What follows belongs to an exercise in optimizing a design on an open flow for small area; a production flow would make more cautious choices. Function was checked by simulation only, so behaviour that the tests miss may differ from the original. Power is estimated from default activity; no workload was simulated.

==> flow/design.v (excerpt) <==
module top_freq_test (
    input wire         clk        ,
    input wire         rst_n      ,
    input wire         pulse_sig_1,
    input wire         pulse_sig_2,
    input wire         pulse_sig_3,
    input wire         pulse_sig_4,
    output wire [19:0] freq_out_1 ,
    output wire [19:0] freq_out_2 ,
    output wire [19:0] freq_out_3 ,
    output wire [19:0] freq_out_4
);
wire [18:0] f1, f2, f3, f4;
assign freq_out_1 = {1'b0, f1};
assign freq_out_2 = {1'b0, f2};
assign freq_out_3 = {1'b0, f3};
assign freq_out_4 = {1'b0, f4};
freq_detector u_freq_detector_0(.clk(clk), .rst_n(rst_n), .pulse_in(pulse_sig_1), .freq(f1));
freq_detector u_freq_detector_1(.clk(clk), .rst_n(rst_n), .pulse_in(pulse_sig_2), .freq(f2));
freq_detector u_freq_detector_2(.clk(clk), .rst_n(rst_n), .pulse_in(pulse_sig_3), .freq(f3));
freq_detector u_freq_detector_3(.clk(clk), .rst_n(rst_n), .pulse_in(pulse_sig_4), .freq(f4));
endmodule
clock: 100.0 ns
lec_check: 0
cap_margin: 5
core_margin: 2
core_utilization: 70
slew_margin: 5
standard.sh (not shown) runs the stock make flow with config.mk's settings and CLKGATE_MAP_FILE= SYNTH_SCRIPT=/design/flow/synth_recipe.tcl, a recipe that flattens the netlist after the stock synthesis.
==> flow/flow/run.sh <==
#!/bin/bash
# Standard ORFS layout (the standard.sh, unchanged synthesis) with two
# changes: ports are buffered with the small sky130 buf_1 instead of the
# default pick, and clock tree synthesis uses larger sink clusters, clkbuf_16 leaf buffers (clkbuf_4 above them)
# buffers and no dummy loads.
set -euo pipefail
export BUFFER_PORTS_ARGS="-buffer_cell sky130_fd_sc_hd__buf_1"
export CTS_ARGS="-sink_clustering_enable -repair_clock_nets -dont_use_dummy_load -sink_clustering_size 28 -sink_clustering_max_diameter 70 -buf_list {sky130_fd_sc_hd__clkbuf_16} -tree_buf sky130_fd_sc_hd__clkbuf_4 -root_buf sky130_fd_sc_hd__clkbuf_4"
bash standard.sh > standard.log 2>&1
The starting point ran to the end with no violations.
Change:
==> flow/flow/run.sh (replaced) <==
#!/bin/bash
# Standard ORFS layout (the standard.sh, unchanged synthesis) with two
# changes: ports are buffered with the small sky130 buf_1 instead of the
# default pick, and clock tree synthesis uses larger sink clusters, clkbuf_16
# buffers and no dummy loads.
set -euo pipefail
export BUFFER_PORTS_ARGS="-buffer_cell sky130_fd_sc_hd__buf_1"
export CTS_ARGS="-sink_clustering_enable -repair_clock_nets -dont_use_dummy_load -sink_clustering_size 25 -sink_clustering_max_diameter 80 -buf_list {sky130_fd_sc_hd__clkbuf_16}"
bash standard.sh > standard.log 2>&1
CAP_MARGIN = 20   (was 5)
CORE_UTILIZATION = 40   (was 70)
SLEW_MARGIN = 20   (was 5)
=> The changed run passed the timing, DRC and antenna checks. Non-clock buffer count rose by 4. Die area went up by 73%. Clock power goes up by 13%. First-iteration DRC count fell by 0.65%. Worst setup slack gets worse by 0.18 ns. Register-to-register slack improved by 0.04 ns.
Change:
==> flow/flow/run.sh (replaced) <==
#!/bin/bash
# Standard ORFS layout (the standard.sh, unchanged synthesis) with two
# changes: ports are buffered with the small sky130 buf_1 instead of the
# default pick, and clock tree synthesis uses larger sink clusters, clkbuf_16 leaf buffers (clkbuf_4 above them)
# buffers and no dummy loads.
set -euo pipefail
export BUFFER_PORTS_ARGS="-buffer_cell sky130_fd_sc_hd__buf_1"
export CTS_ARGS="-sink_clustering_enable -repair_clock_nets -dont_use_dummy_load -sink_clustering_size 25 -sink_clustering_max_diameter 80 -buf_list {sky130_fd_sc_hd__clkbuf_16} -tree_buf sky130_fd_sc_hd__clkbuf_4 -root_buf sky130_fd_sc_hd__clkbuf_4"
bash standard.sh > standard.log 2>&1
CAP_MARGIN = 0   (was 20)
CORE_UTILIZATION = 70   (was 40)
SLEW_MARGIN = 0   (was 20)
What happened:
- die area falls by well over a third
- setup slack gets better by 0.15 ns
- combinational power is about the same
- design area shrinks by a few percent
- wire length is lower by a few percent
- power goes down by a few percent
Change:
CAP_MARGIN = 20   (was 0)
CORE_UTILIZATION = 40   (was 70)
SLEW_MARGIN = 20   (was 0)
The changed run passed the timing, DRC and antenna checks.
Die area came out higher by 73%.
Sequential cell count stays the same.
First-iteration DRC count falls by 6.9%.
Register-to-register slack improves by 0.03 ns.
Design area goes up by 2.3%.
Routed wire length rose by 4.3%.
Count of clock-buffer cells in the layout rose by 6.
Clock skew decreases by 0.033 ns.
Setup slack is better by 0.14 ns.
Hold slack got worse by 0.019 ns.

========
Setup of alpha:
Starting RTL as in the previous note.
==> flow/config.mk <==
export PLATFORM = sky130hd
export DESIGN_NAME = top_freq_test
export DESIGN_NICKNAME = top_freq_test
export VERILOG_FILES = /design/flow/design.v
export SDC_FILE = /design/flow/constraint.sdc
export NUM_CORES = 4
export LEC_CHECK = 0
export CAP_MARGIN = 5
export CORE_MARGIN = 2
export CORE_UTILIZATION = 60
export SLEW_MARGIN = 5
==> flow/constraint.sdc <==
create_clock -name core_clock -period 100.0 [get_ports {clk}]
set_input_delay 20.0000 -clock core_clock [delete_from_list [all_inputs] [get_ports {clk}]]
set_output_delay 20.0000 -clock core_clock [all_outputs]
set_load 0.01 [all_outputs]
==> flow/flow/run.sh <==
#!/bin/bash
# Standard ORFS layout (the standard.sh, unchanged synthesis) with two
# changes: ports are buffered with the small sky130 buf_1 instead of the
# default pick, and clock tree synthesis uses larger sink clusters, clkbuf_16 leaf buffers (clkbuf_4 above them)
# buffers and no dummy loads.
set -euo pipefail
export BUFFER_PORTS_ARGS="-buffer_cell sky130_fd_sc_hd__buf_1"
export CTS_ARGS="-sink_clustering_enable -repair_clock_nets -dont_use_dummy_load -sink_clustering_size 25 -sink_clustering_max_diameter 80 -buf_list {sky130_fd_sc_hd__clkbuf_16} -tree_buf sky130_fd_sc_hd__clkbuf_4 -root_buf sky130_fd_sc_hd__clkbuf_4"
bash standard.sh > standard.log 2>&1
What beta does differently from alpha at the input level:
Settings: CAP_MARGIN: 5 -> 20; CTS_BUF_LIST: unset -> sky130_fd_sc_hd__clkbuf_4 sky130_fd_sc_hd__clkbuf_8; CORE_UTILIZATION: 60 -> 40; SLEW_MARGIN: 5 -> 20.
==> flow/run.sh (new file) <==
#!/bin/bash
# synth_recipe.tcl (not shown) runs the flow's synth.tcl, then flattens the netlist and writes it again
# the make line also repeats each setting of config.mk as NAME=value (left out here)
make -C /OpenROAD-flow-scripts/flow DESIGN_CONFIG=/design/flow/config.mk WORK_HOME=/design/flow/orfs CLKGATE_MAP_FILE= SYNTH_SCRIPT=/design/flow/synth_recipe.tcl finish
removed: flow/flow/run.sh
removed: flow/standard.sh
[summary]
- Going from alpha to beta, proportion of power drawn by the clock network climbed 8.5 points, sequential cell area share fell 1.9 points, worst setup slack now sits lower, length of the first detailed-routing pass in iterations up 2.
- In beta the number of buffers and inverters on the critical path turned out 1 lower than in alpha.
- NOTE: hold slack in beta falls short of that of alpha
- Going from alpha to beta, met2 routed wirelength grew by a little under 10%.
- Via count: beta worse than alpha
The inputs of gamma differ from those of beta as listed below.
Settings: a change of SLEW_MARGIN from 20 to 5; a change of CAP_MARGIN from 20 to 5; a change of CORE_UTILIZATION from 40 to 75; a deleted CTS_BUF_LIST that had been sky130_fd_sc_hd__clkbuf_4 sky130_fd_sc_hd__clkbuf_8.
==> flow/flow/run.sh (new file) <==
#!/bin/bash
# Standard ORFS layout (the standard.sh, unchanged synthesis) with two
# changes: ports are buffered with the small sky130 buf_1 instead of the
# default pick, and clock tree synthesis uses larger sink clusters, clkbuf_16 leaf buffers (clkbuf_4 above them)
# buffers and no dummy loads.
set -euo pipefail
export BUFFER_PORTS_ARGS="-buffer_cell sky130_fd_sc_hd__buf_1"
export CTS_ARGS="-sink_clustering_enable -repair_clock_nets -dont_use_dummy_load -sink_clustering_size 25 -sink_clustering_max_diameter 80 -buf_list {sky130_fd_sc_hd__clkbuf_16} -tree_buf sky130_fd_sc_hd__clkbuf_4 -root_buf sky130_fd_sc_hd__clkbuf_4"
bash standard.sh > standard.log 2>&1
==> flow/standard.sh (new file) <==
#!/bin/bash
# synth_recipe.tcl (not shown) runs the flow's synth.tcl, then flattens the netlist and writes it again
# the make line also repeats each setting of config.mk as NAME=value (left out here)
make -C /OpenROAD-flow-scripts/flow DESIGN_CONFIG=/design/flow/config.mk WORK_HOME=/design/flow/orfs CLKGATE_MAP_FILE= SYNTH_SCRIPT=/design/flow/synth_recipe.tcl "${@:-finish}"
removed: flow/run.sh
## What came out
- Compared with beta, gamma shows a lower area of the core.
- Taking beta as the reference, in gamma maximum frequency moved up, power share of the sequential group moved up, final cycle utilization of the critical path moved down.
- From beta to gamma the numbers moved as follows: total power -about 10%; worst hold margin climbed 0.017 ns; setup slack climbed 0.53 ns; number of global-route vias before repair held; die area -46%.
- Wire length the detailed router placed on met1 ends up lower on gamma.
- gamma ends up with higher total of plain and repair buffers excluding clock buffers than beta does.
The inputs of delta differ from those of gamma as listed below.
Settings: changing CORE_UTILIZATION from 75 to 40.
[summary]
- delta: all stages complete, timing, DRC and antenna checks passed
- Compare delta and gamma | final worst hold slack lower: delta
- delta: total global routing track utilization 16 points below gamma
- Taking gamma as the reference, in delta share of power burned in combinational logic dropped 1.1 points; full die area climbed 85%.
- delta: half-perimeter wire length after detailed placement higher than gamma
Edits applied to the flow inputs when going from delta to epsilon:
Settings: CAP_MARGIN now 20, was 5; SLEW_MARGIN now 20, was 5.
==> flow/flow/run.sh <==
#!/bin/bash
# Standard ORFS layout (the standard.sh, unchanged synthesis) with two
# changes: ports are buffered with the small sky130 buf_1 instead of the
# default pick, and clock tree synthesis uses small clock buffers and no
# dummy loads.
set -euo pipefail
export BUFFER_PORTS_ARGS="-buffer_cell sky130_fd_sc_hd__buf_1"
export CTS_ARGS="-sink_clustering_enable -repair_clock_nets -dont_use_dummy_load -buf_list sky130_fd_sc_hd__clkbuf_4 sky130_fd_sc_hd__clkbuf_8"
bash standard.sh > standard.log 2>&1
==> run summary <==
- The flow ended early for epsilon: it failed with a tool error in clock tree synthesis (4_1_cts).
- Per the comparison of epsilon with delta, estimated wirelength of the detail-placed design comparable, pre-CTS setup slack now larger, area after synthesis comparable.
- Diff delta..epsilon | post-synthesis simple-gate area fraction | negligible

========
top_freq_test again, from the RTL that the note above started with.
Settings: LEC_CHECK=0, CAP_MARGIN=20, CORE_MARGIN=2, CORE_UTILIZATION=40, SLEW_MARGIN=20; clock period 100.0 ns.
==> flow/flow/run.sh <==
#!/bin/bash
# Standard ORFS layout (the standard.sh, unchanged synthesis) with two
# changes: ports are buffered with the small sky130 buf_1 instead of the
# default pick, and clock tree synthesis uses small clock buffers and no
# dummy loads.
set -euo pipefail
export BUFFER_PORTS_ARGS="-buffer_cell sky130_fd_sc_hd__buf_1"
export CTS_ARGS="-sink_clustering_enable -repair_clock_nets -dont_use_dummy_load -buf_list {sky130_fd_sc_hd__clkbuf_4 sky130_fd_sc_hd__clkbuf_8}"
bash standard.sh > standard.log 2>&1
The starting point ran to the end with no violations.
Next try:
==> flow/flow/run.sh (replaced) <==
#!/bin/bash
# Standard ORFS layout (the standard.sh, unchanged synthesis) with two
# changes: ports are buffered with the small sky130 buf_1 instead of the
# default pick, and clock tree synthesis uses larger sink clusters, clkbuf_16 leaf buffers (clkbuf_4 above them)
# buffers and no dummy loads.
set -euo pipefail
export BUFFER_PORTS_ARGS="-buffer_cell sky130_fd_sc_hd__buf_1"
export CTS_ARGS="-sink_clustering_enable -repair_clock_nets -dont_use_dummy_load -sink_clustering_size 25 -sink_clustering_max_diameter 80 -buf_list {sky130_fd_sc_hd__clkbuf_16} -tree_buf sky130_fd_sc_hd__clkbuf_4 -root_buf sky130_fd_sc_hd__clkbuf_4"
bash standard.sh > standard.log 2>&1
--- a/flow/config.mk
+++ b/flow/config.mk
@@ -7,5 +7,6 @@
 export LEC_CHECK = 0
-export CAP_MARGIN = 20
+export CAP_MARGIN = 5
 export CORE_MARGIN = 2
-export CORE_UTILIZATION = 40
-export SLEW_MARGIN = 20
+export CORE_UTILIZATION = 85
+export PLACE_DENSITY = 0.92
+export SLEW_MARGIN = 5
Result:
- power drops by 2.0%
- core utilization came out higher by 46 points
- sequential cell count stays the same
Next try:
==> flow/flow/run.sh (replaced) <==
#!/bin/bash
# Standard ORFS layout (the standard.sh, unchanged synthesis) with two
# changes: ports are buffered with the small sky130 buf_1 instead of the
# default pick, and clock tree synthesis uses larger sink clusters, clkbuf_16
# buffers and no dummy loads.
set -euo pipefail
export BUFFER_PORTS_ARGS="-buffer_cell sky130_fd_sc_hd__buf_1"
export CTS_ARGS="-sink_clustering_enable -repair_clock_nets -dont_use_dummy_load -sink_clustering_size 32 -sink_clustering_max_diameter 90 -buf_list {sky130_fd_sc_hd__clkbuf_16}"
bash standard.sh > standard.log 2>&1
--- a/flow/config.mk
+++ b/flow/config.mk
@@ -7,6 +7,5 @@
 export LEC_CHECK = 0
-export CAP_MARGIN = 5
+export CAP_MARGIN = 20
 export CORE_MARGIN = 2
-export CORE_UTILIZATION = 85
-export PLACE_DENSITY = 0.92
-export SLEW_MARGIN = 5
+export CORE_UTILIZATION = 40
+export SLEW_MARGIN = 20
Hold slack got worse by 0.0037 ns.
First-iteration DRC count fell by 44%.
Final cell count rose by 15%.
Setup slack improved by 0.14 ns.
Design area rose by 2.6%.
Sequential share of layout area fell by 0.76 points.
Clock-buffer cell count rose by 3.
Next try:
==> flow/run.sh (new file) <==
#!/bin/bash
# synth_recipe.tcl (not shown) runs the flow's synth.tcl, then flattens the netlist and writes it again
# the make line also repeats each setting of config.mk as NAME=value (left out here)
make -C /OpenROAD-flow-scripts/flow DESIGN_CONFIG=/design/flow/config.mk WORK_HOME=/design/flow/orfs CLKGATE_MAP_FILE= SYNTH_SCRIPT=/design/flow/synth_recipe.tcl finish
removed: flow/flow/run.sh
removed: flow/standard.sh
Combinational power is about the same.
Final area grows by 5.1%.
Via count came out lower by 0.39%.
Hold slack stays flat.
Power rose by 10%.
Worst setup slack degrades by 0.49 ns.
Fmax went down by 1.7%.
Wire length goes up by 1.6%.
Global-route usage grows by 0.38 points.
Utilization grows by 2.2 points.
Next try:
==> flow/flow/run.sh (new file) <==
#!/bin/bash
# Standard ORFS layout (the standard.sh, unchanged synthesis) with two
# changes: ports are buffered with the small sky130 buf_1 instead of the
# default pick, and clock tree synthesis uses larger sink clusters, clkbuf_8 and clkbuf_16
# buffers and no dummy loads.
set -euo pipefail
export BUFFER_PORTS_ARGS="-buffer_cell sky130_fd_sc_hd__buf_1"
export CTS_ARGS="-sink_clustering_enable -repair_clock_nets -dont_use_dummy_load -sink_clustering_size 20 -sink_clustering_max_diameter 60 -buf_list {sky130_fd_sc_hd__clkbuf_8 sky130_fd_sc_hd__clkbuf_16}"
bash standard.sh > standard.log 2>&1
==> flow/standard.sh (new file) <==
#!/bin/bash
# synth_recipe.tcl (not shown) runs the flow's synth.tcl, then flattens the netlist and writes it again
# the make line also repeats each setting of config.mk as NAME=value (left out here)
make -C /OpenROAD-flow-scripts/flow DESIGN_CONFIG=/design/flow/config.mk WORK_HOME=/design/flow/orfs CLKGATE_MAP_FILE= SYNTH_SCRIPT=/design/flow/synth_recipe.tcl "${@:-finish}"
removed: flow/run.sh
Outcome: Cell area shrinks by 3.5%. Setup slack is better by 0.47 ns. Global-route usage shrinks by 0.15 points.

[afterwards: timing with drivers on the ports]
Ports are ideal in the flow. The routed layouts listed here were re-timed in OpenROAD. Step 1: set_driving_cell puts a clkbuf_16 on clk and a buf_2 on each other input, an assumption about the parent block. Step 2 also shifts input and output timing later by t, the mid clock arrival at the registers, as if the neighbouring blocks saw the same clock. Three values: ideal, step 1, step 2; two values: the first two.
run	t, ns	setup slack, ns	hold WS [ns]	clock arrival spread, ns	pins driven straight from the clock port
the first run of note 1	0.873	72.476 / 72.497 / 71.623	0.401 / 0.401 / 0.401	0.068 / 0.069	1
the second run of note 1	0.603	72.299 / 72.331 / 71.728	0.393 / 0.393 / 0.393	0.062 / 0.062	1
the third run of note 1	0.851	72.445 / 72.466 / 71.615	0.413 / 0.413 / 0.413	0.105 / 0.104	1
the fourth run of note 1	0.895	72.590 / 72.620 / 71.724	0.395 / 0.395 / 0.395	0.086 / 0.087	1
alpha	0.857	72.385 / 72.417 / 71.559	0.404 / 0.404 / 0.404	0.057 / 0.057	1
beta	0.692	71.921 / 71.948 / 71.256	0.390 / 0.390 / 0.390	0.040 / 0.040	1
gamma	0.810	72.449 / 72.476 / 71.666	0.407 / 0.407 / 0.407	0.097 / 0.097	1
delta	0.911	72.588 / 72.614 / 71.704	0.393 / 0.393 / 0.393	0.046 / 0.045	1
the first run of note 3	0.673	72.371 / 72.398 / 71.725	0.390 / 0.390 / 0.390	0.032 / 0.032	1
the second run of note 3	0.800	72.184 / 72.205 / 71.405	0.400 / 0.400 / 0.400	0.038 / 0.038	1
the third run of note 3	0.595	72.319 / 72.338 / 71.743	0.396 / 0.396 / 0.396	0.083 / 0.082	1
the fourth run of note 3	0.604	71.828 / 71.856 / 71.252	0.395 / 0.395 / 0.395	0.029 / 0.030	1
the fifth run of note 3	0.583	72.295 / 72.325 / 71.743	0.393 / 0.393 / 0.393	0.057 / 0.057	1
After both steps setup and hold are still met in every run listed. The setup slack of delta, which loses most, moves by +0.026 ns with the drivers and by -0.884 ns with both steps.
